Background: an optimization exercise with open tools, aiming at a short achievable clock period and few clock cycles. Do not read the settings as production practice.
Only simulation tests tie the RTL to the original design; equivalence was not proved.
Power and IR drop assume default switching activity.

==> design/flow/design.v <==
`timescale 1ns / 1ps
module core_model (
    input  logic        clk_i,         
    input  logic        rstn_i,        
    output logic [31:0] imem_addr_o,   
    input  logic [31:0] imem_rdata_i,  
    output logic [31:0] dmem_addr_o,   
    output logic [3:0]  dmem_wmask_o,  
    output logic [31:0] dmem_wdata_o,  
    input  logic [31:0] dmem_rdata_i,  
    output logic        wb_valid_o,    
    output logic [4:0]  wb_rd_o,       
    output logic [31:0] wb_data_o      
);
  localparam int R_ADD = 0, R_SLT = 1, R_SLTU = 2, R_XOR = 3, R_OR = 4, R_AND = 5,
                 R_SLL = 6, R_SRL = 7, R_CLZ = 8, R_CTZ = 9, R_CPOP = 10, R_EARLY = 11;
  localparam int NR = 12;
  localparam logic [31:0] RESET_PC = 32'h8000_0000;
  logic [31:0] pc_f, pcn_f;     
  logic [31:0] pco_f;
  logic        v_d;
  logic [31:0] instr_d, pc_d;
  logic [31:1] s1_d, s2_d;      
  logic [31:1] s1n_d, s2n_d;    
  logic        pb_d;            
  logic        pr_d;            
  logic        pj_d;            
  logic [31:0] ras;             
  logic        ras_ok;          
  logic is_lui, is_auipc, is_jal, is_jalr, is_br, is_ld, is_st, is_opi, is_op;
  logic use1_d, use2_d, wen_d, early_d;
  logic fe1, fm1, fw1, fe2, fm2, fw2;
  logic        wen_e, ld_e, st_e, early_e, sub_e, sra_e, bimm_e, add_e;
  logic        eld_e;            
  logic        br_e, pred_e;     
  logic [31:0] alt_e;            
  logic [4:0]  rd_e;
  logic [2:0]  f3_e;
  logic [NR-1:0] rsel_e;
  logic [31:0] a_e, b_e, imm_e, early_val_e;
  logic        fa_m_e, fa_w_e, fb_m_e, fb_w_e;
  logic        wen_m, ld_m;
  logic [4:0]  rd_m;
  logic [2:0]  f3_a;            
  logic [1:0]  off_a;
  logic [31:0] res_m, resn_m, wdata_m, dao_m;    
  logic [3:0]  wmask_m;
  logic        wen_w, wenn_w, wbv_w;             
  logic [4:0]  rd_w, rdn_w, wbr_w;               
  logic [31:0] res_w, resn_w, wbd_w;
  logic [31:1][31:0] rf;
  logic [31:0] ra, rb, opb;    
  logic [31:0] ldata;          
  logic        mis_e;          
  logic [4:0] rs1_d, rs2_d, rd_d;
  logic [2:0] f3_d;
  assign rs1_d = instr_d[19:15];
  assign rs2_d = instr_d[24:20];
  assign rd_d  = instr_d[11:7];
  assign f3_d  = instr_d[14:12];
  logic [31:0] imm_i, imm_s, imm_b, imm_u, imm_j;
  assign imm_i = {{20{instr_d[31]}}, instr_d[31:20]};
  assign imm_s = {{20{instr_d[31]}}, instr_d[31:25], instr_d[11:7]};
  assign imm_b = {{19{instr_d[31]}}, instr_d[31], instr_d[7], instr_d[30:25], instr_d[11:8], 1'b0};
  assign imm_u = {instr_d[31:12], 12'b0};
  assign imm_j = {{11{instr_d[31]}}, instr_d[31], instr_d[19:12], instr_d[20], instr_d[30:21], 1'b0};
  logic [31:0] p4_d, tgt_pc_d;
  assign p4_d     = pc_d + 32'd4;
  assign tgt_pc_d = pc_d + (is_jal ? imm_j : imm_b);
  logic [31:0] early_val_d;
  always_comb begin
    if (is_lui)        early_val_d = imm_u;
    else if (is_auipc) early_val_d = pc_d + imm_u;
    else               early_val_d = p4_d;
  end
  logic [31:0] rf1, rf2;
  rf_read u_rd1 (.rf(rf), .s_lo(s1_d), .sn_hi(s1n_d), .q(rf1));
  rf_read u_rd2 (.rf(rf), .s_lo(s2_d), .sn_hi(s2n_d), .q(rf2));
  logic [31:0] a_d, b_d;
  fwd_mux u_fwd1 (.fe(fe1), .fm(fm1), .fw(fw1), .ve(early_val_e), .vm(res_m), .vw(res_w),
                  .vr(rf1), .q(a_d));
  fwd_mux u_fwd2 (.fe(fe2), .fm(fm2), .fw(fw2), .ve(early_val_e), .vm(res_m), .vw(res_w),
                  .vr(rf2), .q(b_d));
  logic late1, late2, late_br, stall_d;
  logic ope1, ope2, lm1, lm2, fast_br, eq_fast;
  assign ope1    = fe1 & ~early_e;
  assign ope2    = fe2 & ~early_e;
  assign lm1     = ~fe1 & fm1 & ld_m;
  assign lm2     = ~fe2 & fm2 & ld_m;
  assign late1   = ope1 | lm1;
  assign late2   = ope2 | lm2;
  assign fast_br = ~f3_d[2] & add_e &
                   ((ope1 & ope2) | (ope1 & ~lm2) | (ope2 & ~lm1));
  assign late_br = is_br & (late1 | late2) & ~fast_br;
  assign stall_d = v_d & (
      (use1_d & fe1 & ld_e) | (use2_d & fe2 & ld_e) | (is_jalr & late1));
  logic fx_eq;
  sum_eq u_fx (.a(ra), .b(opb ^ {32{sub_e}}), .cin(sub_e), .c(ope1 ? b_d : a_d), .eq(fx_eq));
  assign eq_fast  = (ope1 & ope2) | fx_eq;
  logic cond_d, cond_n;
  br_cond u_cond_d (.a(a_d), .b(b_d), .f3(f3_d), .cond(cond_n));
  assign cond_d = (ope1 | ope2) ? (eq_fast ^ f3_d[0]) : cond_n;
  logic ret_ok, redir_d, k_br, k_jr, k_other;
  assign ret_ok  = pr_d;
  assign k_br    = is_br & ~late_br;
  assign k_jr    = is_jalr & ~pj_d;
  assign k_other = (is_jal & ~pb_d) | (~is_br & ~is_jal & ~is_jalr & pb_d);
  logic [31:0] tgt_jalr_d, tgt_pb_d;
  ks_add #(.W(32)) u_add_jalr (.a(a_d), .b(imm_i), .cin(1'b0), .s(tgt_jalr_d), .cout());
  logic eld_d;
  assign eld_d = is_ld & ~late1 & ~ld_e & ~st_e;
  assign tgt_pb_d = (pb_d & ~is_jal) ? p4_d : tgt_pc_d;
  logic sel_de, taken_d, act_d;
  d_sel u_dsel (.k_br(k_br), .cond_d(cond_d), .pb_d(pb_d), .k_jr(k_jr), .ret_ok(ret_ok),
                .k_other(k_other), .v_d(v_d), .mis_e(mis_e), .stall_d(stall_d),
                .redir_d(redir_d), .sel_de(sel_de));
  assign act_d   = v_d & ~stall_d & ~mis_e;
  assign taken_d = act_d & redir_d;
  logic [NR-1:0] rsel_d;
  logic sub_d, sra_d, bimm_d;
  always_comb begin
    rsel_d = '0;
    sub_d  = 1'b0;
    sra_d  = instr_d[30];
    bimm_d = ~is_op;
    if (early_d) rsel_d[R_EARLY] = 1'b1;
    else if (is_ld | is_st) rsel_d[R_ADD] = 1'b1;
    else begin
      case (f3_d)
        3'b000: begin rsel_d[R_ADD] = 1'b1; sub_d = is_op & instr_d[30]; end
        3'b001: begin
          if (is_opi & instr_d[29]) begin
            case (instr_d[21:20])
              2'b00:   rsel_d[R_CLZ]  = 1'b1;
              2'b01:   rsel_d[R_CTZ]  = 1'b1;
              default: rsel_d[R_CPOP] = 1'b1;
            endcase
          end else rsel_d[R_SLL] = 1'b1;
        end
        3'b010: begin rsel_d[R_SLT]  = 1'b1; sub_d = 1'b1; end
        3'b011: begin rsel_d[R_SLTU] = 1'b1; sub_d = 1'b1; end
        3'b100: rsel_d[R_XOR] = 1'b1;
        3'b101: rsel_d[R_SRL] = 1'b1;
        3'b110: rsel_d[R_OR]  = 1'b1;
        default: rsel_d[R_AND] = 1'b1;
      endcase
    end
  end
  logic [31:0] w;
  assign w = imem_rdata_i;
  logic        addi_d, zvalid_d, z_d, brz_f, ntz_f;
  assign addi_d   = is_opi & (f3_d == 3'b000);
  assign zvalid_d = v_d & addi_d & wen_d & ~late1;
  sum_zero u_z (.a(a_d), .b(imm_i), .z(z_d));
  logic jal_f, bwd_f, pb_f, pj_f, pr_f;
  f_dec u_fdec (.w(w), .rd_d(rd_d), .v_d(v_d), .early_d(early_d), .wen_d(wen_d),
                .zvalid_d(zvalid_d), .z_d(z_d), .ras_ok(ras_ok),
                .jal_f(jal_f), .bwd_f(bwd_f), .ntz_f(ntz_f), .pj_f(pj_f), .pr_f(pr_f));
  assign pb_f   = jal_f | (bwd_f & ~ntz_f);
  logic [31:0] imm_j_f, imm_b_f;
  assign imm_j_f = {{11{w[31]}}, w[31], w[19:12], w[20], w[30:21], 1'b0};
  assign imm_b_f = {{19{w[31]}}, w[31], w[7], w[30:25], w[11:8], 1'b0};
  logic [20:0] lo_j;
  logic [12:0] lo_b;
  logic [11:0] lo_r;
  logic        cj, cb, cr;
  csel_add21 u_add_j (.a(pc_f[20:0]), .b(imm_j_f[20:0]), .s(lo_j), .cout(cj));
  ks_add #(.W(13)) u_add_b (.a(pc_f[12:0]), .b(imm_b_f[12:0]), .cin(1'b0), .s(lo_b), .cout(cb));
  ks_add #(.W(12)) u_add_r (.a(early_val_d[11:0]), .b(w[31:20]), .cin(1'b0), .s(lo_r), .cout(cr));
  logic [10:0] hj_p, hj_m;
  logic [18:0] hb_m;
  logic [19:0] hr_p, hr_m;
  assign hj_p = pc_f[31:21] + 11'd1;
  assign hj_m = pc_f[31:21] - 11'd1;
  assign hb_m = pc_f[31:13] - 19'd1;              
  assign hr_p = early_val_d[31:12] + 20'd1;
  assign hr_m = early_val_d[31:12] - 20'd1;
  logic [31:0] pc4_f;
  assign pc4_f = pc_f + 32'd4;
  logic [31:0] pc_next, pco_next;
  npc_sel u_npc (
    .rstn(rstn_i), .sel_de(sel_de), .mis_e(mis_e), .stall_d(stall_d), .jr_d(is_jalr),
    .alt_e(alt_e), .pc_f(pc_f), .tgt_pb_d(tgt_pb_d), .tgt_jalr_d(tgt_jalr_d),
    .jal_f(jal_f), .bwd_f(bwd_f), .ntz_f(ntz_f), .pj_f(pj_f), .pr_f(pr_f),
    .sgn(w[31]),
    .lo_j(lo_j), .cj(cj), .hj(pc_f[31:21]), .hj_p(hj_p), .hj_m(hj_m),
    .lo_b(lo_b), .cb(cb), .hb(pc_f[31:13]), .hb_m(hb_m),
    .lo_r(lo_r), .cr(cr), .hr(early_val_d[31:12]), .hr_p(hr_p), .hr_m(hr_m),
    .ras(ras), .pc4_f(pc4_f),
    .pc_next(pc_next), .pco_next(pco_next)
  );
  always_ff @(posedge clk_i) begin
    if (act_d & (is_jal | is_jalr) & (rd_d == 5'd1)) ras <= p4_d;
  end
  always_ff @(posedge clk_i or negedge rstn_i) begin
    if (!rstn_i) ras_ok <= 1'b0;
    else if (act_d & wen_d & (rd_d == 5'd1)) ras_ok <= is_jal | is_jalr;
  end
  assign pc_f = ~pcn_f;
  always_ff @(posedge clk_i or negedge rstn_i) begin
    if (!rstn_i) begin
      pcn_f <= ~RESET_PC;
      v_d   <= 1'b0;
    end else begin
      pcn_f <= ~pc_next;
      if (mis_e)         v_d <= 1'b0;
      else if (!stall_d) v_d <= ~taken_d;
    end
  end
  always_ff @(posedge clk_i) pco_f <= pco_next;
  logic [4:0] op_f;
  logic c_lui, c_auipc, c_jal, c_jalr, c_br, c_ld, c_st, c_opi, c_op;
  assign op_f    = w[6:2];
  assign c_lui   = (op_f == 5'b01101);
  assign c_auipc = (op_f == 5'b00101);
  assign c_jal   = (op_f == 5'b11011);
  assign c_jalr  = (op_f == 5'b11001);
  assign c_br    = (op_f == 5'b11000);
  assign c_ld    = (op_f == 5'b00000);
  assign c_st    = (op_f == 5'b01000);
  assign c_opi   = (op_f == 5'b00100);
  assign c_op    = (op_f == 5'b01100);
  logic [31:1] s1_f, s2_f;
  always_comb begin
    for (int k = 1; k < 32; k++) begin
      s1_f[k] = (w[19:15] == 5'(k));
      s2_f[k] = (w[24:20] == 5'(k));
    end
  end
  logic [4:0] rs1_f, rs2_f;
  assign rs1_f = w[19:15];
  assign rs2_f = w[24:20];
  always_ff @(posedge clk_i) begin
    if (stall_d) begin
      fe1 <= 1'b0;
      fm1 <= fe1;
      fw1 <= fm1;
      fe2 <= 1'b0;
      fm2 <= fe2;
      fw2 <= fm2;
    end else begin
      fe1 <= v_d & wen_d & (rd_d == rs1_f);
      fm1 <= wen_e & (rd_e == rs1_f);
      fw1 <= wen_m & (rd_m == rs1_f);
      fe2 <= v_d & wen_d & (rd_d == rs2_f);
      fm2 <= wen_e & (rd_e == rs2_f);
      fw2 <= wen_m & (rd_m == rs2_f);
    end
  end
  always_ff @(posedge clk_i) begin
    if (!stall_d) begin
      instr_d  <= w;
      pc_d     <= pc_f;
      s1_d     <= s1_f;
      s2_d     <= s2_f;
      s1n_d    <= ~s1_f;
      s2n_d    <= ~s2_f;
      pb_d     <= pb_f;
      pr_d     <= pr_f;
      pj_d     <= pj_f;
      is_lui   <= c_lui;
      is_auipc <= c_auipc;
      is_jal   <= c_jal;
      is_jalr  <= c_jalr;
      is_br    <= c_br;
      is_ld    <= c_ld;
      is_st    <= c_st;
      is_opi   <= c_opi;
      is_op    <= c_op;
      use1_d   <= c_jalr | c_br | c_ld | c_st | c_opi | c_op;
      use2_d   <= c_br | c_st | c_op;
      wen_d    <= (c_lui | c_auipc | c_jal | c_jalr | c_ld | c_opi | c_op) & (w[11:7] != 5'd0);
      early_d  <= c_lui | c_auipc | c_jal | c_jalr;
    end
  end
  logic go_d;
  assign go_d = v_d & ~stall_d & ~mis_e;
  always_ff @(posedge clk_i or negedge rstn_i) begin
    if (!rstn_i) begin
      wen_e <= 1'b0;
      ld_e  <= 1'b0;
      eld_e <= 1'b0;
      st_e  <= 1'b0;
      br_e  <= 1'b0;
    end else begin
      wen_e <= go_d & wen_d;
      ld_e  <= go_d & is_ld & ~eld_d;
      eld_e <= go_d & eld_d;
      st_e  <= go_d & is_st;
      br_e  <= go_d & late_br;
    end
  end
  always_ff @(posedge clk_i) begin
    early_e     <= early_d;
    rd_e        <= rd_d;
    f3_e        <= f3_d;
    rsel_e      <= rsel_d;
    add_e       <= rsel_d[R_ADD] & ~is_ld;
    sub_e       <= sub_d;
    sra_e       <= sra_d;
    bimm_e      <= bimm_d;
    a_e         <= a_d;
    b_e         <= b_d;
    imm_e       <= is_st ? imm_s : imm_i;
    early_val_e <= early_val_d;
    pred_e      <= pb_d;
    alt_e       <= pb_d ? p4_d : tgt_pc_d;
    fa_m_e      <= fe1;
    fa_w_e      <= ~fe1 & fm1;
    fb_m_e      <= fe2;
    fb_w_e      <= ~fe2 & fm2;
  end
  assign ra  = fa_m_e ? res_m : fa_w_e ? res_w : a_e;
  assign rb  = fb_m_e ? res_m : fb_w_e ? res_w : b_e;
  assign opb = bimm_e ? imm_e : rb;
  logic [32:0] sum;
  ks_add #(.W(32)) u_add_e (.a(ra), .b(opb ^ {32{sub_e}}), .cin(sub_e), .s(sum[31:0]), .cout(sum[32]));
  logic slt, sltu;
  assign sltu = ~sum[32];
  assign slt  = (ra[31] ^ opb[31]) ? ra[31] : sum[31];
  logic [4:0]  shamt;
  logic [31:0] sll_r, srl_r;
  assign shamt = opb[4:0];
  assign sll_r = ra << shamt;
  assign srl_r = $signed({sra_e & ra[31], ra}) >>> shamt;
  logic [5:0] clz_c, ctz_c, cpop_c;
  logic [31:0] ra_rev;
  always_comb for (int k = 0; k < 32; k++) ra_rev[k] = ra[31 - k];
  lzc32 u_clz (.x(ra),     .n(clz_c));
  lzc32 u_ctz (.x(ra_rev), .n(ctz_c));
  popc32 u_cpop (.x(ra), .n(cpop_c));
  logic cond_e;
  br_cond u_cond_e (.a(ra), .b(rb), .f3(f3_e), .cond(cond_e));
  assign mis_e = br_e & (cond_e ^ pred_e);
  logic [31:0] res_e;
  assign res_e = ({32{rsel_e[R_ADD]}}   & sum[31:0]) |
                 ({32{rsel_e[R_SLT]}}   & {31'd0, slt}) |
                 ({32{rsel_e[R_SLTU]}}  & {31'd0, sltu}) |
                 ({32{rsel_e[R_XOR]}}   & (ra ^ opb)) |
                 ({32{rsel_e[R_OR]}}    & (ra | opb)) |
                 ({32{rsel_e[R_AND]}}   & (ra & opb)) |
                 ({32{rsel_e[R_SLL]}}   & sll_r) |
                 ({32{rsel_e[R_SRL]}}   & srl_r) |
                 ({32{rsel_e[R_CLZ]}}   & {26'd0, clz_c}) |
                 ({32{rsel_e[R_CTZ]}}   & {26'd0, ctz_c}) |
                 ({32{rsel_e[R_CPOP]}}  & {26'd0, cpop_c}) |
                 ({32{rsel_e[R_EARLY]}} & early_val_e);
  logic [3:0]  wmask_e;
  logic [31:0] wdata_e;
  always_comb begin
    case (f3_e[1:0])
      2'b00:   begin wmask_e = 4'b0001 << sum[1:0];             wdata_e = {4{rb[7:0]}}; end
      2'b01:   begin wmask_e = sum[1] ? 4'b1100 : 4'b0011;      wdata_e = {2{rb[15:0]}}; end
      default: begin wmask_e = 4'b1111;                          wdata_e = rb; end
    endcase
  end
  always_ff @(posedge clk_i or negedge rstn_i) begin
    if (!rstn_i) begin
      wen_m   <= 1'b0;
      ld_m    <= 1'b0;
      wmask_m <= 4'b0;
    end else begin
      wen_m   <= wen_e;
      ld_m    <= ld_e;
      wmask_m <= st_e ? wmask_e : 4'b0;
    end
  end
  always_ff @(posedge clk_i) begin
    rd_m    <= rd_e;
    f3_a    <= eld_d ? f3_d : f3_e;
    off_a   <= eld_d ? tgt_jalr_d[1:0] : sum[1:0];
    dao_m   <= eld_d ? tgt_jalr_d : res_e;
    resn_m  <= ~(eld_e ? ldata : res_e);
    wdata_m <= wdata_e;
  end
  assign res_m = ~resn_m;
  logic [7:0]  lbyte;
  logic [15:0] lhalf;
  logic [31:0] res_mw;
  always_comb begin
    case (off_a)
      2'b00:   lbyte = dmem_rdata_i[7:0];
      2'b01:   lbyte = dmem_rdata_i[15:8];
      2'b10:   lbyte = dmem_rdata_i[23:16];
      default: lbyte = dmem_rdata_i[31:24];
    endcase
    lhalf = off_a[1] ? dmem_rdata_i[31:16] : dmem_rdata_i[15:0];
    case (f3_a[1:0])
      2'b00:   ldata = {{24{lbyte[7] & ~f3_a[2]}}, lbyte};
      2'b01:   ldata = {{16{lhalf[15] & ~f3_a[2]}}, lhalf};
      default: ldata = dmem_rdata_i;
    endcase
  end
  assign res_mw = ld_m ? ldata : res_m;
  always_ff @(posedge clk_i or negedge rstn_i) begin
    if (!rstn_i) begin
      wenn_w <= 1'b1;
      wbv_w  <= 1'b0;
    end else begin
      wenn_w <= ~wen_m;
      wbv_w  <= wen_m;
    end
  end
  always_ff @(posedge clk_i) begin
    rdn_w  <= ~rd_m;
    resn_w <= ~res_mw;
    wbr_w  <= rd_m;
    wbd_w  <= res_mw;
  end
  assign wen_w = ~wenn_w;
  assign rd_w  = ~rdn_w;
  assign res_w = ~resn_w;
  always_ff @(posedge clk_i) begin
    for (int k = 1; k < 32; k++)
      if (!rstn_i || (wen_w && rd_w == 5'(k))) rf[k] <= rstn_i ? res_w : 32'd0;
  end
  assign imem_addr_o  = pco_f;
  assign dmem_addr_o  = dao_m;
  assign dmem_wmask_o = wmask_m;
  assign dmem_wdata_o = wdata_m;
  assign wb_valid_o   = wbv_w;
  assign wb_rd_o      = wbr_w;
  assign wb_data_o    = wbd_w;
endmodule
module npc_sel (
    input  logic        rstn,
    input  logic        sel_de, mis_e, stall_d, jr_d,
    input  logic [31:0] alt_e, pc_f, tgt_pb_d, tgt_jalr_d,
    input  logic        jal_f, bwd_f, ntz_f, pj_f, pr_f,
    input  logic        sgn,               
    input  logic [20:0] lo_j,
    input  logic        cj,
    input  logic [10:0] hj, hj_p, hj_m,
    input  logic [12:0] lo_b,
    input  logic        cb,
    input  logic [18:0] hb, hb_m,
    input  logic [11:0] lo_r,
    input  logic        cr,
    input  logic [19:0] hr, hr_p, hr_m,
    input  logic [31:0] ras, pc4_f,
    output logic [31:0] pc_next,
    output logic [31:0] pco_next
);
  logic [31:0] pc_de, tr;
  logic [10:0] hj0, hj1;
  assign pc_de = mis_e ? alt_e : stall_d ? pc_f : jr_d ? {tgt_jalr_d[31:1], 1'b0} : tgt_pb_d;
  assign hj0   = sgn ? hj_m : hj;
  assign hj1   = sgn ? hj : hj_p;
  assign tr    = {(cr ? (sgn ? hr : hr_p) : (sgn ? hr_m : hr)), lo_r[11:1], 1'b0};
  logic [31:0] base;
  assign base  = pj_f ? tr : pr_f ? ras : pc4_f;
  npc_last u_last (.rstn(rstn), .sel_de(sel_de), .pc_de(pc_de), .base(base),
                   .sj(jal_f), .cj(cj), .hj0(hj0), .hj1(hj1), .lo_j(lo_j),
                   .sb(bwd_f & ~ntz_f), .cb(cb), .hb0(hb_m), .hb1(hb), .lo_b(lo_b),
                   .pc_next(pc_next), .pco_next(pco_next));
endmodule
module br_cond (
    input  logic [31:0] a,
    input  logic [31:0] b,
    input  logic [2:0]  f3,
    output logic        cond
);
  logic eq, lt, ltu, c;
  assign eq  = (a == b);
  assign lt  = ($signed(a) < $signed(b));
  assign ltu = (a < b);
  always_comb begin
    case (f3[2:1])
      2'b00:   c = eq;
      2'b10:   c = lt;
      default: c = ltu;
    endcase
  end
  assign cond = c ^ f3[0];
endmodule
module ks_add #(
    parameter int W = 32
) (
    input  logic [W-1:0] a,
    input  logic [W-1:0] b,
    input  logic         cin,
    output logic [W-1:0] s,
    output logic         cout
);
  localparam int L = (W > 16) ? 5 : (W > 8) ? 4 : (W > 4) ? 3 : (W > 2) ? 2 : 1;
  logic [W-1:0] p;
  logic [L:0][W-1:0] gg, pp;
  assign p     = a ^ b;
  assign gg[0] = {(a[W-1:1] & b[W-1:1]), (a[0] & b[0]) | (p[0] & cin)};
  assign pp[0] = p;
  for (genvar l = 0; l < L; l++) begin : g_lvl
    ks_level #(.W(W), .D(1 << l)) u_lvl (.gi(gg[l]), .pi(pp[l]), .go(gg[l+1]), .po(pp[l+1]));
  end
  assign s    = p ^ {gg[L][W-2:0], cin};
  assign cout = gg[L][W-1];
endmodule
module ks_level #(
    parameter int W = 32,
    parameter int D = 1
) (
    input  logic [W-1:0] gi,
    input  logic [W-1:0] pi,
    output logic [W-1:0] go,
    output logic [W-1:0] po
);
  always_comb begin
    go = gi;
    po = pi;
    for (int i = D; i < W; i++) begin
      go[i] = gi[i] | (pi[i] & gi[i - D]);
      po[i] = pi[i] & pi[i - D];
    end
  end
endmodule
module lzc32 (
    input  logic [31:0] x,
    output logic [5:0]  n
);
  logic [15:0] v1; logic [15:0][0:0] c1;
  logic [7:0]  v2; logic [7:0][1:0]  c2;
  logic [3:0]  v3; logic [3:0][2:0]  c3;
  logic [1:0]  v4; logic [1:0][3:0]  c4;
  logic        v5; logic [4:0]       c5;
  always_comb begin
    for (int i = 0; i < 16; i++) begin
      v1[i] = x[2*i+1] | x[2*i];
      c1[i] = ~x[2*i+1];
    end
    for (int i = 0; i < 8; i++) begin
      v2[i] = v1[2*i+1] | v1[2*i];
      c2[i] = v1[2*i+1] ? {1'b0, c1[2*i+1]} : {1'b1, c1[2*i]};
    end
    for (int i = 0; i < 4; i++) begin
      v3[i] = v2[2*i+1] | v2[2*i];
      c3[i] = v2[2*i+1] ? {1'b0, c2[2*i+1]} : {1'b1, c2[2*i]};
    end
    for (int i = 0; i < 2; i++) begin
      v4[i] = v3[2*i+1] | v3[2*i];
      c4[i] = v3[2*i+1] ? {1'b0, c3[2*i+1]} : {1'b1, c3[2*i]};
    end
    v5 = v4[1] | v4[0];
    c5 = v4[1] ? {1'b0, c4[1]} : {1'b1, c4[0]};
    n  = v5 ? {1'b0, c5} : 6'd32;
  end
endmodule
module popc32 (
    input  logic [31:0] x,
    output logic [5:0]  n
);
  logic [15:0][1:0] s1;
  logic [7:0][2:0]  s2;
  logic [3:0][3:0]  s3;
  logic [1:0][4:0]  s4;
  always_comb begin
    for (int i = 0; i < 16; i++) s1[i] = {1'b0, x[2*i]} + {1'b0, x[2*i+1]};
    for (int i = 0; i < 8; i++)  s2[i] = {1'b0, s1[2*i]} + {1'b0, s1[2*i+1]};
    for (int i = 0; i < 4; i++)  s3[i] = {1'b0, s2[2*i]} + {1'b0, s2[2*i+1]};
    for (int i = 0; i < 2; i++)  s4[i] = {1'b0, s3[2*i]} + {1'b0, s3[2*i+1]};
    n = {1'b0, s4[0]} + {1'b0, s4[1]};
  end
endmodule
module rf_read (
    input  logic [31:1][31:0] rf,
    input  logic [31:1]       s_lo,
    input  logic [31:1]       sn_hi,
    output logic [31:0]       q
);
  always_comb begin
    q = 32'd0;
    for (int k = 1; k < 32; k++) q = q | ({{16{~sn_hi[k]}}, {16{s_lo[k]}}} & rf[k]);
  end
endmodule
module fwd_mux (
    input  logic        fe, fm, fw,
    input  logic [31:0] ve, vm, vw, vr,
    output logic [31:0] q
);
  assign q = fe ? ve : fm ? vm : fw ? vw : vr;
endmodule
module sum_eq (
    input  logic [31:0] a,
    input  logic [31:0] b,
    input  logic        cin,
    input  logic [31:0] c,
    output logic        eq
);
  logic [31:0] carry;
  assign carry = {(a[30:0] & b[30:0]) | ((a[30:0] | b[30:0]) & ~c[30:0]), cin};
  assign eq    = ((a ^ b ^ c) == carry);
endmodule
module npc_last (
    input  logic        rstn,
    input  logic        sel_de,
    input  logic [31:0] pc_de, base,
    input  logic        sj, cj,
    input  logic [10:0] hj0, hj1,
    input  logic [20:0] lo_j,
    input  logic        sb, cb,
    input  logic [18:0] hb0, hb1,
    input  logic [12:0] lo_b,
    output logic [31:0] pc_next,
    output logic [31:0] pco_next
);
  localparam logic [31:0] RESET_PC = 32'h8000_0000;
  logic [31:0] e, x0, x1, y0, y1, n;
  logic        uj, ub;
  assign e  = sel_de ? pc_de : base;
  assign uj = ~sel_de & sj;
  assign ub = ~sel_de & ~sj & sb;
  assign x0 = {hj0, lo_j};
  assign x1 = {hj1, lo_j};
  assign y0 = {hb0, lo_b};
  assign y1 = {hb1, lo_b};
  assign n  = uj ? (cj ? x1 : x0) : ub ? (cb ? y1 : y0) : e;
  assign pc_next  = n;
  assign pco_next = rstn ? n : RESET_PC;
endmodule
module csel_add21 (
    input  logic [20:0] a,
    input  logic [20:0] b,
    output logic [20:0] s,
    output logic        cout
);
  logic [10:0] sl;
  logic [9:0]  s0, s1;
  logic        cl, c0, c1;
  ks_add #(.W(11)) u_l  (.a(a[10:0]),  .b(b[10:0]),  .cin(1'b0), .s(sl), .cout(cl));
  ks_add #(.W(10)) u_h0 (.a(a[20:11]), .b(b[20:11]), .cin(1'b0), .s(s0), .cout(c0));
  ks_add #(.W(10)) u_h1 (.a(a[20:11]), .b(b[20:11]), .cin(1'b1), .s(s1), .cout(c1));
  assign s    = {(cl ? s1 : s0), sl};
  assign cout = cl ? c1 : c0;
endmodule
module sum_zero (
    input  logic [31:0] a,
    input  logic [31:0] b,
    output logic        z
);
  assign z = ((a ^ b) == {(a[30:0] | b[30:0]), 1'b0});
endmodule
module d_sel (
    input  logic k_br, cond_d, pb_d, k_jr, ret_ok, k_other, v_d, mis_e, stall_d,
    output logic redir_d,
    output logic sel_de
);
  assign redir_d = (k_br & (cond_d ^ pb_d)) | (k_jr & ~ret_ok) | k_other;
  assign sel_de  = mis_e | stall_d | (v_d & redir_d);
endmodule
module f_dec (
    input  logic [31:0] w,
    input  logic [4:0]  rd_d,
    input  logic        v_d, early_d, wen_d, zvalid_d, z_d, ras_ok,
    output logic        jal_f, bwd_f, ntz_f, pj_f, pr_f
);
  logic jalr_f, ret_f, brz_f;
  assign jal_f  = (w[6:0] == 7'b1101111);
  assign bwd_f  = (w[6:0] == 7'b1100011) & w[31];
  assign jalr_f = (w[6:0] == 7'b1100111);
  assign ret_f  = jalr_f & (w[19:15] == 5'd1) & (w[31:20] == 12'd0);
  assign pj_f   = jalr_f & v_d & early_d & wen_d & (rd_d == w[19:15]);
  assign pr_f   = ret_f & ~pj_f & ras_ok & ~(v_d & wen_d & (rd_d == 5'd1));
  assign brz_f  = (w[6:0] == 7'b1100011) & (w[14:13] == 2'b00) &
                  (w[19:15] == rd_d) & (w[24:20] == 5'd0);
  assign ntz_f  = zvalid_d & brz_f & (w[12] ? z_d : ~z_d);
endmodule
==> design/flow/flow/run.sh <==
#!/bin/bash
# The standard ORFS layout (standard.sh), tuned for speed:
#  - gates may be resized to any footprint,
#  - no full-adder cell extraction in synthesis (abc maps all logic).
# The registers are those of the standard synthesis.
set -euo pipefail
bash standard.sh SETUP_SLACK_MARGIN=19 MATCH_CELL_FOOTPRINT=0 ADDER_MAP_FILE= finish > standard_flow.log 2>&1
==> design/flow/standard.sh <==
#!/bin/bash
# synth_recipe.tcl (not shown) runs the flow's synth.tcl, then flattens the netlist and writes it again
# the make line also repeats each setting of config.mk as NAME=value (left out here)
make -C /OpenROAD-flow-scripts/flow DESIGN_CONFIG=/design/flow/config.mk WORK_HOME=/design/flow/orfs CLKGATE_MAP_FILE= SYNTH_SCRIPT=/design/flow/synth_recipe.tcl "${@:-finish}"
==> design/flow/config.mk <==
export PLATFORM = sky130hd
export DESIGN_NAME = core_model
export DESIGN_NICKNAME = core_model
export VERILOG_FILES = /design/flow/design.v
export SDC_FILE = /design/flow/constraint.sdc
export NUM_CORES = 4
export LEC_CHECK = 0
export CAP_MARGIN = 20
export CORE_MARGIN = 2
export CORE_UTILIZATION = 50
export SLEW_MARGIN = 20
export SYNTH_HIERARCHICAL = 1
==> design/flow/constraint.sdc <==
create_clock -name core_clock -period 25.0 [get_ports {clk_i}]
set_input_delay 5.0000 -clock core_clock [delete_from_list [all_inputs] [get_ports {clk_i}]]
set_output_delay 5.0000 -clock core_clock [all_outputs]
set_load 0.01 [all_outputs]
==> results of run 1 <==
[metal layers]
layer / GRT usage, % / up-vias
met5: 0 / -
met4: 27.8 / 30
met3: 11.2 / 1352
met2: 60.1 / 5767
met1: 54.9 / 42370
li1: - / 36852
[sequential cells by signal, indices dropped and copies added, names as in the netlist, 25 cells and up]
signal       count
rf             992
ras             32
resn_m          32
pc_d            32
early_val_e     32
pco_f           32
b_e             32
s2n_d           31
instr_d         25
wbd_w           32
s1n_d           31
dao_m           32
a_e             32
s1_d            31
resn_w          32
alt_e           32
wdata_m         32
pcn_f           32
s2_d            31
[area by class of cell]
| class | count | share of cell area, % |
|---|---|---|
| sequential | 1654 | 38.3 |
| multi-input combinational | 6455 | 42.6 |
| tap | 2672 | 2.80 |
| clock inverter | 103 | 1.04 |
| timing repair inverter | 1 | 0.00418 |
| antenna | 26 | 0.0544 |
| inverter | 1243 | 3.93 |
| timing repair buffer | 852 | 7.20 |
| clock buffer | 232 | 4.06 |
[stage by stage]
step,hold WS (ps),std cells,util (%),area (sq um),setup WS (ps)
2_1_floorplan,354,10061,-,103000,17890
3_3_place_gp,384,12526,52.8,107000,16310
3_5_place_dp,384,12526,52.8,107000,16270
4_1_cts,395,13122,58.1,117000,18390
5_1_grt,403,13219,59.1,120000,18240
6_report,397,13238,59.2,120000,18250
[where the power goes]
part | internal (W) | switching [W]
clock network | 0.00155 | 0.00120
logic | 0.00263 | 0.00349
registers | 0.00355 | 0.000534
total | 0.00774 | 0.00522
[worst min path at each step]
| stage | to | slack [ps] | cells past startpoint |
|---|---|---|---|
| floorplan | wbv_w | 350 | 0 |
| global placement | rd_m[3] | 380 | 0 |
| detailed placement | rd_m[2] | 380 | 0 |
| CTS | rd_m[3] | 400 | 0 |
| global route | rd_m[3] | 400 | 0 |
| finish | rd_m[3] | 400 | 0 |
[worst max-delay path: cells and delay by family (launching register included)]
| kind | cells | cell delay [ps] |
|---|---|---|
| muxes | 2 | 570 |
| and+or+nand+nor | 7 | 2660 |
| AOI/OAI and AO/OA | 7 | 1310 |
| adders and majority gates | 1 | 240 |
| xor gates and xnor gates | 4 | 680 |
| DFF | 1 | 330 |
| buffers and inverters | 3 | 750 |
[placed cells by master, fill, tap and decap left out, drive strengths merged, types with 79 or more instances in the layout]
cell       n
o22ai    433
nand4    138
nor4     165
clkbuf   263
nand3    185
nand2b   164
a22oi    428
and2     451
a21o     446
mux2i    334
dfxtp    386
xor3     121
mux2     242
maj3      79
nor3      82
inv     1234
nor2     337
a21oi    219
nor3b     88
xnor2    338
nand2    468
buf      780
clkinv    80
o21ai    342
a211oi   167
xor2     248
nor2b    308
edfxtp  1221
[timing repair]
item                                     CTS  global route
gates cloned                              36             6
buffers inserted                         225            83
resized for setup                       1089           300
hold endpoints to repair                   0             0
pin swaps                                108           123
endpoints found under the setup margin  1719           618
==> flow_metrics.tcl, run 1 <==
set metrics [dict create \
    status "complete, no violations" \
    slowest_delay_ps 950 \
    cts_sinks 1654 \
    maxCapViolations 0 \
    htree_levels 4 \
    die_h_microns 455 \
    cp-end-kind "register" \
    r2r_slack_ps 18250 \
    via_per_inst 6.52 \
    std_cell_rows 165 \
    portBuffers 203 \
    antenna_found_initial 44 \
    dr_wl_met3_mm 53.9 \
    ant_nets 0 \
    regArea_sq_mm 0.0458 \
    required_ps 25720 \
    drc_errors 0 \
    nFillCells 16826 \
    reg2reg_to "pco_f[14]" \
    multi_input_area_sq_mm 0.0509 \
    vdd_drop_max_uv 213 \
    overflow 0 \
    nNetsFinal 10454 \
    setup_violations 0 \
    drt-met1-wl_mm 170 \
    worstRegToRegCells 24 \
    cp_slowest_cell "nor4_1" \
    cts-hold-fix-buffers 0 \
    dp_hpwl_mm 305 \
    die_w_microns 455 \
    routed.top_layer "met5" \
    layout-drive-gt1-share_pct 20.4 \
    start_kind "register" \
    path_clk_slew_ps 60 \
    finalWirelength_mm 446 \
    clkLatencyLatePin_ps 880 \
    core_area_sq_mm 0.202 \
    fin_crit_ps 6750 \
    drt_first_pass_iters 9 \
    crit_path_end "pco_f[14]" \
    holdCritPathClass "register to register" \
    syn_inst 10049 \
    dieArea_sq_mm 0.207 \
    leakagePower_nw 49.8 \
    tritoncts "yes" \
    start_util_pct 50.3 \
    worstPathArrival_ps 7480 \
    fin_tns_setup_ps 0 \
    cp-startpoint "s1n_d[4]" \
    p_total_w 0.0130 \
    syn_area_per_cell_sq_um 10.1 \
    drt_iter0_markers 13416 \
    slew_headroom_pct 11.6 \
    gp_congestion 1.05 \
    rsz0062_at_grt "true" \
    wl_met2_mm 185 \
    grt_usage_pct 41.7 \
    cts_buffers 181 \
    grt_max_degree 115 \
    syn_to_final_growth_pct 17.6 \
    cts_buffer_depth 3 \
    worstPathMaxFanout 16 \
    fmax_ghz 0.148 \
    crit_type "register to register" \
    worst_pin_slew_ps 1310 \
    crit_path_cell_trace "buf_4 > o22ai_1 > nor4_1 > nand4_1 > mux2i_1 > a211oi_2 > buf_4 > mux2_2 > xor2_1 > xnor2_1 > xnor2_1 > nor4_1 > nand4_1 > nor3_4 > maj3_2 > a21oi_1 > o22a_1 > xor2_1 > a311oi_1 > nand2_2 > buf_12 > or3b_4 > a211oi_2 > a211oi_1" \
    fin_skew_ps 94.9 \
    drv_slew 0 \
    final-hold-violation-count 0 \
    reg2reg_from "s1n_d[4]" \
    final.period_utilization_pct 27.0 \
    syn_area_sq_mm 0.102 \
    hp-start "rd_e[3]" \
    power_density_mw_per_mm2 108 \
    io-pin-count 204 \
    vias 86371 \
    avgRoutedWirePerCell_microns 33.7 \
    root_buffer "clkbuf_16" \
    grt_pass1_wl_mm 611 \
    grt_pass1_vias 79984 \
    yosysWarnings 32 \
]
Testbench counts, summed over its fixed seeds: cycles 79,146.
==> inputs of run 2 (changes only) <==
--- a/design/flow/design.v
+++ b/design/flow/design.v
@@ -115,4 +115,8 @@
                 .k_other(k_other), .v_d(v_d), .mis_e(mis_e), .stall_d(stall_d),
                 .redir_d(redir_d), .sel_de(sel_de));
+  logic sel_de2;
+  d_sel u_dsel2 (.k_br(k_br), .cond_d(cond_d), .pb_d(pb_d), .k_jr(k_jr), .ret_ok(ret_ok),
+                 .k_other(k_other), .v_d(v_d), .mis_e(mis_e), .stall_d(stall_d),
+                 .redir_d(), .sel_de(sel_de2));
   assign act_d   = v_d & ~stall_d & ~mis_e;
   assign taken_d = act_d & redir_d;
@@ -180,5 +184,5 @@
   logic [31:0] pc_next, pco_next;
   npc_sel u_npc (
-    .rstn(rstn_i), .sel_de(sel_de), .mis_e(mis_e), .stall_d(stall_d), .jr_d(is_jalr),
+    .rstn(rstn_i), .sel_de(sel_de), .sel_de2(sel_de2), .mis_e(mis_e), .stall_d(stall_d), .jr_d(is_jalr),
     .alt_e(alt_e), .pc_f(pc_f), .tgt_pb_d(tgt_pb_d), .tgt_jalr_d(tgt_jalr_d),
     .jal_f(jal_f), .bwd_f(bwd_f), .ntz_f(ntz_f), .pj_f(pj_f), .pr_f(pr_f),
@@ -425,5 +429,5 @@
 module npc_sel (
     input  logic        rstn,
-    input  logic        sel_de, mis_e, stall_d, jr_d,
+    input  logic        sel_de, sel_de2, mis_e, stall_d, jr_d,
     input  logic [31:0] alt_e, pc_f, tgt_pb_d, tgt_jalr_d,
     input  logic        jal_f, bwd_f, ntz_f, pj_f, pr_f,
@@ -450,8 +454,12 @@
   logic [31:0] base;
   assign base  = pj_f ? tr : pr_f ? ras : pc4_f;
-  npc_last u_last (.rstn(rstn), .sel_de(sel_de), .pc_de(pc_de), .base(base),
+  npc_last #(.RST(0)) u_last (.rstn(rstn), .sel_de(sel_de), .pc_de(pc_de), .base(base),
                    .sj(jal_f), .cj(cj), .hj0(hj0), .hj1(hj1), .lo_j(lo_j),
                    .sb(bwd_f & ~ntz_f), .cb(cb), .hb0(hb_m), .hb1(hb), .lo_b(lo_b),
-                   .pc_next(pc_next), .pco_next(pco_next));
+                   .q(pc_next));
+  npc_last #(.RST(1)) u_last_o (.rstn(rstn), .sel_de(sel_de2), .pc_de(pc_de), .base(base),
+                   .sj(jal_f), .cj(cj), .hj0(hj0), .hj1(hj1), .lo_j(lo_j),
+                   .sb(bwd_f & ~ntz_f), .cb(cb), .hb0(hb_m), .hb1(hb), .lo_b(lo_b),
+                   .q(pco_next));
 endmodule
 module br_cond (
@@ -589,5 +597,7 @@
   assign eq    = ((a ^ b ^ c) == carry);
 endmodule
-module npc_last (
+module npc_last #(
+    parameter bit RST = 1'b0
+) (
     input  logic        rstn,
     input  logic        sel_de,
@@ -599,6 +609,5 @@
     input  logic [18:0] hb0, hb1,
     input  logic [12:0] lo_b,
-    output logic [31:0] pc_next,
-    output logic [31:0] pco_next
+    output logic [31:0] q
 );
   localparam logic [31:0] RESET_PC = 32'h8000_0000;
@@ -613,6 +622,5 @@
   assign y1 = {hb1, lo_b};
   assign n  = uj ? (cj ? x1 : x0) : ub ? (cb ? y1 : y0) : e;
-  assign pc_next  = n;
-  assign pco_next = rstn ? n : RESET_PC;
+  assign q  = (RST && !rstn) ? RESET_PC : n;
 endmodule
 module csel_add21 (
==> flow_metrics.tcl, run 2 <==
set metrics [dict create \
    rsz0062_at_grt "true" \
    antenna_found_initial 44 \
    root_buffer "clkbuf_16" \
    placedInstanceArea_sq_mm 0.108 \
    cts_buffer_depth 3 \
    die_w_microns 458 \
    finalWirelength_mm 460 \
    required_ps 25810 \
    dieArea_sq_mm 0.209 \
    std_cell_rows 166 \
    drt_iter0_markers 13634 \
    worst_pin_slew_ps 1320 \
    cts_sinks 1654 \
    grt_max_degree 145 \
    yosysWarnings 32 \
    dpl_worst_slack_ps 15730 \
    drt_first_pass_iters 10 \
    fin_skew_ps 78.7 \
    crit_type "input port to register" \
    leakagePower_nw 50.9 \
    reg2reg_to "pco_f[31]" \
    nFillCells 16973 \
    maxCapViolations 0 \
    largest_register_ffs 992 \
    dp_hpwl_mm 313 \
    core_area_sq_mm 0.205 \
    hp-start "wen_m" \
    fin_crit_ps 6650 \
    die_h_microns 458 \
    crit_path_frequent_cell "and2_4" \
    nNetsFinal 10725 \
    fin_tns_setup_ps 0 \
    avgRoutedWirePerCell_microns 34.0 \
    start_util_pct 50.3 \
    path_clk_slew_ps 60 \
    slowest_delay_ps 430 \
    final_common_cell "edfxtp_1" \
    cp_slowest_cell "a221oi_2" \
    syn_to_final_growth_pct 18.5 \
    start_kind "input port" \
    worstRegToRegCells 25 \
    overflow 0 \
    vdd_drop_max_uv 225 \
    syn_area_sq_mm 0.103 \
    syn_inst 10254 \
    regArea_sq_mm 0.0458 \
    layout_common_cells "1221 x edfxtp_1, 1210 x inv_1, 548 x buf_4" \
    cts-hold-fix-buffers 0 \
    crit_path_cell_trace "buf_12 > buf_12 > xor2_2 > and2_4 > and2_4 > and2_4 > a21o_4 > clkbuf_16 > mux2i_1 > a221oi_2 > nor2_1 > a2bb2oi_2 > o21ai_1 > inv_1" \
    layout-drive-gt1-share_pct 21.6 \
    slew_headroom_pct 11.6 \
    io-pin-count 204 \
    power_density_mw_per_mm2 106 \
    drv_slew 0 \
    cp-end-kind "register" \
    htree_levels 4 \
    syn_area_per_cell_sq_um 10.0 \
    fin_ws_ps 18350 \
    r2r_slack_ps 18350 \
    hold_path_depth 0 \
    status "complete, no violations" \
    finish.instance_area_sq_mm 0.122 \
    tritoncts "yes" \
    whs_endpoint "wbv_w" \
    final-hold-violation-count 0 \
    cts_buffers 179 \
    worstPathArrival_ps 7450 \
    vias 88937 \
    grt_pass1_vias 82569 \
    drc_errors 0 \
    reg2reg_from "s1_d[27]" \
    clkLatencyLatePin_ps 890 \
    portBuffers 203 \
    fmax_ghz 0.150 \
    grt_usage_pct 42.2 \
    worstPathMaxFanout 6 \
    grt_pass1_wl_mm 630 \
    largest_register "rf" \
    multi_input_area_sq_mm 0.0526 \
    via_per_inst 6.58 \
    ant_nets 0 \
    holdCritPathClass "register to register" \
    setup_violations 0 \
    final.period_utilization_pct 26.6 \
    gp_congestion 1.04 \
]
-- run 2: per-layer routing --
metal | track usage [%] | share of wire, % | vias to the layer above
met5 | 0 | 0.048 | -
met4 | 25.9 | 7.4 | 26
met3 | 11.1 | 12 | 1319
met2 | 61.5 | 42 | 6063
met1 | 56.0 | 38 | 43846
li1 | - | - | 37683
-- run 2: report_power, final --
part / total (W) / switching (W) / internal, W
Sequential: 0.00404 / 0.000526 / 0.00351
Clock: 0.00277 / 0.00119 / 0.00157
Combinational: 0.00615 / 0.00358 / 0.00257
Total: 0.0130 / 0.00530 / 0.00766
-- run 2: layout make-up --
cell class,instances,area share (%)
clock inverter,94,0.883
sequential,1654,37.6
multi-input combinational,6649,43.1
timing repair buffer,933,7.63
tap,2688,2.76
inverter,1242,3.88
antenna,23,0.0472
clock buffer,238,4.11
-- run 2: critical path, delay by kind of cell --
family                    cells  cell delay [ps]
AOI/OAI and AO/OA             4             1020
and+or+nand+nor               4              630
buffers and inverters         4              480
xor gates and xnor gates      1              180
muxes                         1              140
-- run 2: how the worst max path moves through the flow --
stage | start | to | slack (ps) | cells after the start
final | imem_rdata_i[24] | pcn_f[19] | 18350 | 14
after global routing | imem_rdata_i[31] | pcn_f[26] | 18340 | 16
after CTS | wbv_w | wb_valid_o | 18420 | 1
after detailed placement | imem_rdata_i[2] | pcn_f[12] | 15730 | 11
after global placement | imem_rdata_i[2] | pcn_f[12] | 15810 | 11
after floorplan | imem_rdata_i[4] | pcn_f[11] | 18000 | 11
-- run 2: repair_timing --
action | in CTS | in global routing
gates resized for setup | 1195 | 319
endpoints found under the setup margin | 2426 | 1044
gates cloned | 53 | 12
setup buffers | 327 | 74
pin swaps | 177 | 123
-- run 2: metrics by stage --
stage	cells	hold slack (ps)	power [W]	utilization, %
finish	13521	377	0.0130	59.6
global route	13501	397	0.0134	59.6
CTS	13412	375	0.0125	58.4
detailed placement	12700	365	0.00913	52.6
global placement	12698	362	0.00907	52.6
floorplan	10266	354	0.00742	-
Testbench counts of run 2, summed over its fixed seeds: cycles 79,146.

==> separate check: timing with driven ports <==
In the flow no input, the clock included, has a driving cell. The finished layouts below were timed again as built, in two steps. Step 1: set_driving_cell puts a clkbuf_16 on clk_i and a buf_2 on each other input, an assumption about the parent block. Step 2 also shifts input and output timing later by t, the mid clock arrival at the registers, as if the neighbouring blocks saw the same clock. a / b / c = ideal / step 1 / step 2; a / b = the first two.
run | t, ns | slack for setup (ns) | worst setup path after step 2 | worst data-port slew with drivers (ns)
run 1 | 0.929 | 18.247 / 18.247 / 17.453 | input to register | 0.06
run 2 | 0.938 | 18.352 / 18.316 / 17.378 | input to register | 0.27
After both steps setup and hold are still met in every run listed. The setup slack of run 2, which loses most, moves by -0.036 ns with the drivers and by -0.974 ns with both steps.
